Background: an optimization exercise with open tools, aiming at small area. Do not read the settings as production practice.
Only simulation tests tie the RTL to the original design; equivalence was not proved.
No activity file was given, so power comes from the tool's default toggle rates.

// spi_slave_gpio_regmap
module spi_slave_gpio_regmap (
  input  logic       clk,
  input  logic       rst_n,
  input  logic       cs,        
  input  logic       sclk,
  input  logic       mosi,
  output logic       miso,
  input  logic [7:0] gpio_in,
  output logic [7:0] gpio_out
);
Size: about 2,100 flip-flops, roughly 22 I/O pins, about 47,000 um2 of cells after synthesis.
export LEC_CHECK = 0
export CAP_MARGIN = 20
export CORE_MARGIN = 2
export CORE_UTILIZATION = 65
export PLACE_DENSITY = 0.75
export SLEW_MARGIN = 20
export SYNTH_HIERARCHICAL = 1
create_clock -name core_clock -period 10.0 [get_ports {clk}]
standard.sh (not shown) runs the stock make flow with config.mk's settings and CLKGATE_MAP_FILE= SYNTH_SCRIPT=/design/flow/synth_recipe.tcl, a recipe that flattens the netlist after the stock synthesis.
==> flow/flow/run.sh <==
#!/bin/bash
# Standard layout, with clock tree synthesis told not to add dummy loads and
# the port buffers made with the smallest buffer.
set -euo pipefail
export CTS_ARGS="-sink_clustering_enable -repair_clock_nets -buf_list sky130_fd_sc_hd__clkbuf_8 -sink_clustering_size 20 -sink_clustering_max_diameter 60 -dont_use_dummy_load"
export BUFFER_PORTS_ARGS="-buffer_cell sky130_fd_sc_hd__buf_1"
bash standard.sh > standard_flow.log 2>&1
Then changed:
--- a/flow/design.v
+++ b/flow/design.v
@@ -31,39 +31,40 @@
   wire cs_active = ~cs_d2;
   logic [2:0] bit_cnt;
   logic [1:0] byte_cnt;
   logic [7:0] shift_in;
   logic       rw;
   logic [7:0] addr;
   logic [7:0] gpio_reg;
+  logic [7:0] wbuf;
   logic       wpend;
   logic [4:0] phase;
   logic       sweep;
-  logic [7:0] dbuf;
-  logic [7:0] dbuf_nx;
+  logic [7:0] rbuf;       
   logic [3:0] nout;       
   wire rise_act  = cs_active & sclk_rise;
   wire fall_act  = cs_active & sclk_fall;
   wire byte_done = rise_act & (bit_cnt == 3'd7);
   wire [7:0] full_byte = {shift_in[6:0], mosi_d2};
   wire ld_addr = byte_done & (byte_cnt == 2'd1);
   wire rd_load = ld_addr & ~rw;
   wire wr_evt  = byte_done & (byte_cnt == 2'd2) & rw;
   wire [7:0] addr_nx = ld_addr ? full_byte : addr;
+  wire [7:0] wbuf_nx = wr_evt  ? full_byte : wbuf;
   wire       wact  = wr_evt | wpend;
   wire       wslot = (addr[4:0] == phase);
   logic [255:0] ring [0:7];
   logic [7:0]   ins;
   genvar gr;
   generate
     for (gr = 0; gr < 8; gr++) begin : g_ring
       logic [7:0] slot_in;
       assign ins[gr] = sweep | (wact & wslot & (addr[7:5] == gr));
       for (genvar j = 0; j < 8; j++) begin : g_bit
-        sgr_ao22 u_in (.a({ins[gr], ~ins[gr]}), .b({dbuf_nx[j], ring[gr][j]}), .y(slot_in[j]));
+        sgr_ao22 u_in (.a({ins[gr], ~ins[gr]}), .b({wbuf_nx[j], ring[gr][j]}), .y(slot_in[j]));
       end
       always_ff @(posedge clk)
         ring[gr] <= {slot_in, ring[gr][255:8]};
     end
   endgenerate
   wire [4:0] rpos = addr_nx[4:0] - phase;    
   wire [2:0] rsel = addr_nx[7:5];
@@ -647,50 +648,50 @@
   wire tl272;
   sgr_nand2 utl272 (.a({r_oh[7], tg268}), .y(tl272));
   wire tg273;
   sgr_nand4 utg273 (.a({tl269, tl270, tl271, tl272}), .y(tg273));
   assign tapv[0] = tg273;
   wire       special = (addr_nx[7:1] == 7'd0);
   wire [7:0] spec_val = addr_nx[0] ? gpio_in : ID_VALUE;
-  wire       reading = rd_load | ~nout[3];
-  wire [7:0] cap = aligned & {8{~special & reading}};
+  wire [7:0] cap = aligned & {8{~special}};
+  logic [7:0] rbuf_nx;
   always_comb
     for (int j = 0; j < 8; j++)
-      dbuf_nx[j] = wr_evt ? full_byte[j] :
-                   cap[j] ? tapv[j] : (rd_load ? spec_val[j] : dbuf[j]);
+      rbuf_nx[j] = cap[j] ? tapv[j] : (rd_load ? spec_val[j] : rbuf[j]);
   always_ff @(posedge clk or negedge rst_n) begin
     if (!rst_n) begin
       gpio_reg <= 0;
-      dbuf     <= 0;
+      wbuf     <= 0;
       wpend    <= 0;
       phase    <= 0;
       sweep    <= 1;
       nout     <= 4'd8;
       miso     <= 0;
     end else begin
       phase <= phase + 5'd1;
       if (phase == 5'd31) sweep <= 1'b0;
-      dbuf  <= dbuf_nx;
+      wbuf  <= wbuf_nx;
       wpend <= wact & ~wslot;
       if (wr_evt && addr == 8'h02)
         gpio_reg <= full_byte;
       if (rd_load)
         nout <= 4'd0;
       if (fall_act) begin
         if (nout[3]) begin
           miso <= 1'b0;
         end else begin
-          miso <= dbuf_nx[~nout[2:0]];
+          miso <= rbuf_nx[~nout[2:0]];
           nout <= nout + 4'd1;
         end
       end
     end
   end
   always_ff @(posedge clk) begin
     addr <= addr_nx;
+    rbuf <= rbuf_nx;
     if (!cs_active) begin
       bit_cnt  <= 0;
       byte_cnt <= 0;
     end
     if (rise_act) begin
       shift_in <= full_byte;
       if (bit_cnt == 3'd7) begin
What happened: Worst setup slack gets better by 0.62 ns; core utilization is about the same; cell area stays flat; sequential power stays flat; routed wire length went up by 1.7%; maximum frequency came out higher by 9.6%; power is about the same.

========
spi_slave_gpio_regmap again, from the RTL that the note above started with.
==> flow/config.mk <==
export PLATFORM = sky130hd
export DESIGN_NAME = spi_slave_gpio_regmap
export DESIGN_NICKNAME = spi_slave_gpio_regmap
export VERILOG_FILES = /design/flow/design.v
export SDC_FILE = /design/flow/constraint.sdc
export NUM_CORES = 4
export LEC_CHECK = 0
export CAP_MARGIN = 20
export CORE_MARGIN = 2
export CORE_UTILIZATION = 65
export PLACE_DENSITY = 0.75
export SLEW_MARGIN = 20
export SYNTH_HIERARCHICAL = 1
==> flow/constraint.sdc <==
create_clock -name core_clock -period 10.0 [get_ports {clk}]
set_input_delay 2.0000 -clock core_clock [delete_from_list [all_inputs] [get_ports {clk}]]
set_output_delay 2.0000 -clock core_clock [all_outputs]
set_load 0.01 [all_outputs]
==> flow/flow/run.sh <==
#!/bin/bash
# Standard layout, with clock tree synthesis told not to add dummy loads and
# the port buffers made with the smallest buffer.
set -euo pipefail
export CTS_ARGS="-sink_clustering_enable -repair_clock_nets -buf_list sky130_fd_sc_hd__clkbuf_4 -sink_clustering_buffer sky130_fd_sc_hd__clkbuf_8 -sink_clustering_size 20 -sink_clustering_max_diameter 60 -dont_use_dummy_load"
export BUFFER_PORTS_ARGS="-buffer_cell sky130_fd_sc_hd__buf_1"
bash standard.sh > standard_flow.log 2>&1
Edit:
--- a/flow/design.v
+++ b/flow/design.v
@@ -45,24 +45,26 @@
   wire fall_act  = cs_active & sclk_fall;
   wire byte_done = rise_act & (bit_cnt == 3'd7);
   wire [7:0] full_byte = {shift_in[6:0], mosi_d2};
   wire ld_addr = byte_done & (byte_cnt == 2'd1);
   wire rd_load = ld_addr & ~rw;
   wire wr_evt  = byte_done & (byte_cnt == 2'd2) & rw;
   wire [7:0] addr_nx = ld_addr ? full_byte : addr;
   wire       wact  = wr_evt | wpend;
-  wire       wslot = (addr[4:0] == phase);
+  logic [7:0]  r_oh, r_oh_n;
+  logic [15:0] p_oh;
+  wire       wslot = p_oh[0];
   logic [255:0] ring [0:7];
   logic [7:0]   ins;
   genvar gr;
   generate
     for (gr = 0; gr < 8; gr++) begin : g_ring
       logic [7:0] slot_in;
-      assign ins[gr] = sweep | (wact & wslot & (addr[7:5] == gr));
+      assign ins[gr] = sweep | (wact & wslot & r_oh[gr]);
       for (genvar j = 0; j < 8; j++) begin : g_bit
         sgr_ao22 u_in (.a({ins[gr], ~ins[gr]}), .b({dbuf_nx[j], ring[gr][j]}), .y(slot_in[j]));
       end
       always_ff @(posedge clk)
         ring[gr] <= {slot_in, ring[gr][255:8]};
     end
   endgenerate
   wire [4:0] rpos = addr_nx[4:0] - phase;    
@@ -74,18 +76,16 @@
       5: is_tap = (p == 0) || (p == 6) || (p == 12) || (p == 18) || (p == 24) || (p == 28);
       4: is_tap = (p % 8) == 0;
       3: is_tap = (p % 8) == 0;
       2: is_tap = (p == 0) || (p == 10) || (p == 20);
       1: is_tap = (p == 0) || (p == 10) || (p == 20);
       default: is_tap = (p % 16) == 0;
     endcase
   endfunction
-  logic [7:0]  r_oh, r_oh_n;
-  logic [15:0] p_oh;
   logic [7:0]  aligned;
   logic [7:0]  tapv;
   always_comb begin
     for (int r = 0; r < 8; r++) begin
       r_oh[r]   = (rsel == r);
       r_oh_n[r] = ~r_oh[r];
     end
     for (int k = 0; k < 16; k++) p_oh[k] = (rpos == 2*k);
After rerunning: The changed run went through all stages and came out clean. Cell count goes down by about 0.6%. Power goes down by about 0.37%. Sequential power barely changes. Count of clock-buffer cells in the layout goes up by 2. Wire length goes up by 0.91%. Global-route usage goes up by 0.21 points. Non-clock buffer count goes up by 8. Register-to-register slack got worse by 0.11 ns. Cell area hardly moves. Die area goes down by 0.43%. Core utilization goes up by 0.67 points. Sequential cell count stays the same. Via count goes down by 0.55%. Worst setup slack got worse by 0.11 ns.

## afterwards: timing with drivers on the ports
No port has a modelled driver above. Below, the same layouts with a new extraction and two added sets of constraints. Step 1 sets driving cells, clkbuf_16 on the clock port and buf_2 on the other inputs (assumed; they add their load-dependent delay and slew). Step 2 times the ports against the registers' clock, not the clock port: input delays grow and output delays shrink by t, the midpoint of the rising clock arrivals with the driver on. Slacks: no drivers / after step 1 / after step 2; pairs: no drivers / after step 1.
run | t (ns) | setup WS [ns] | slew at the worst register clock pin (ns)
the first run of note 1 | 0.771 | 2.890 / 2.890 / 2.890 | 0.12 / 0.12
the second run of note 1 | 0.784 | 3.513 / 3.513 / 3.513 | 0.12 / 0.12
the first run of note 2 | 0.992 | 2.876 / 2.876 / 2.876 | 0.12 / 0.12
the second run of note 2 | 0.997 | 2.769 / 2.769 / 2.769 | 0.12 / 0.12
After both steps every run listed still meets setup and hold.
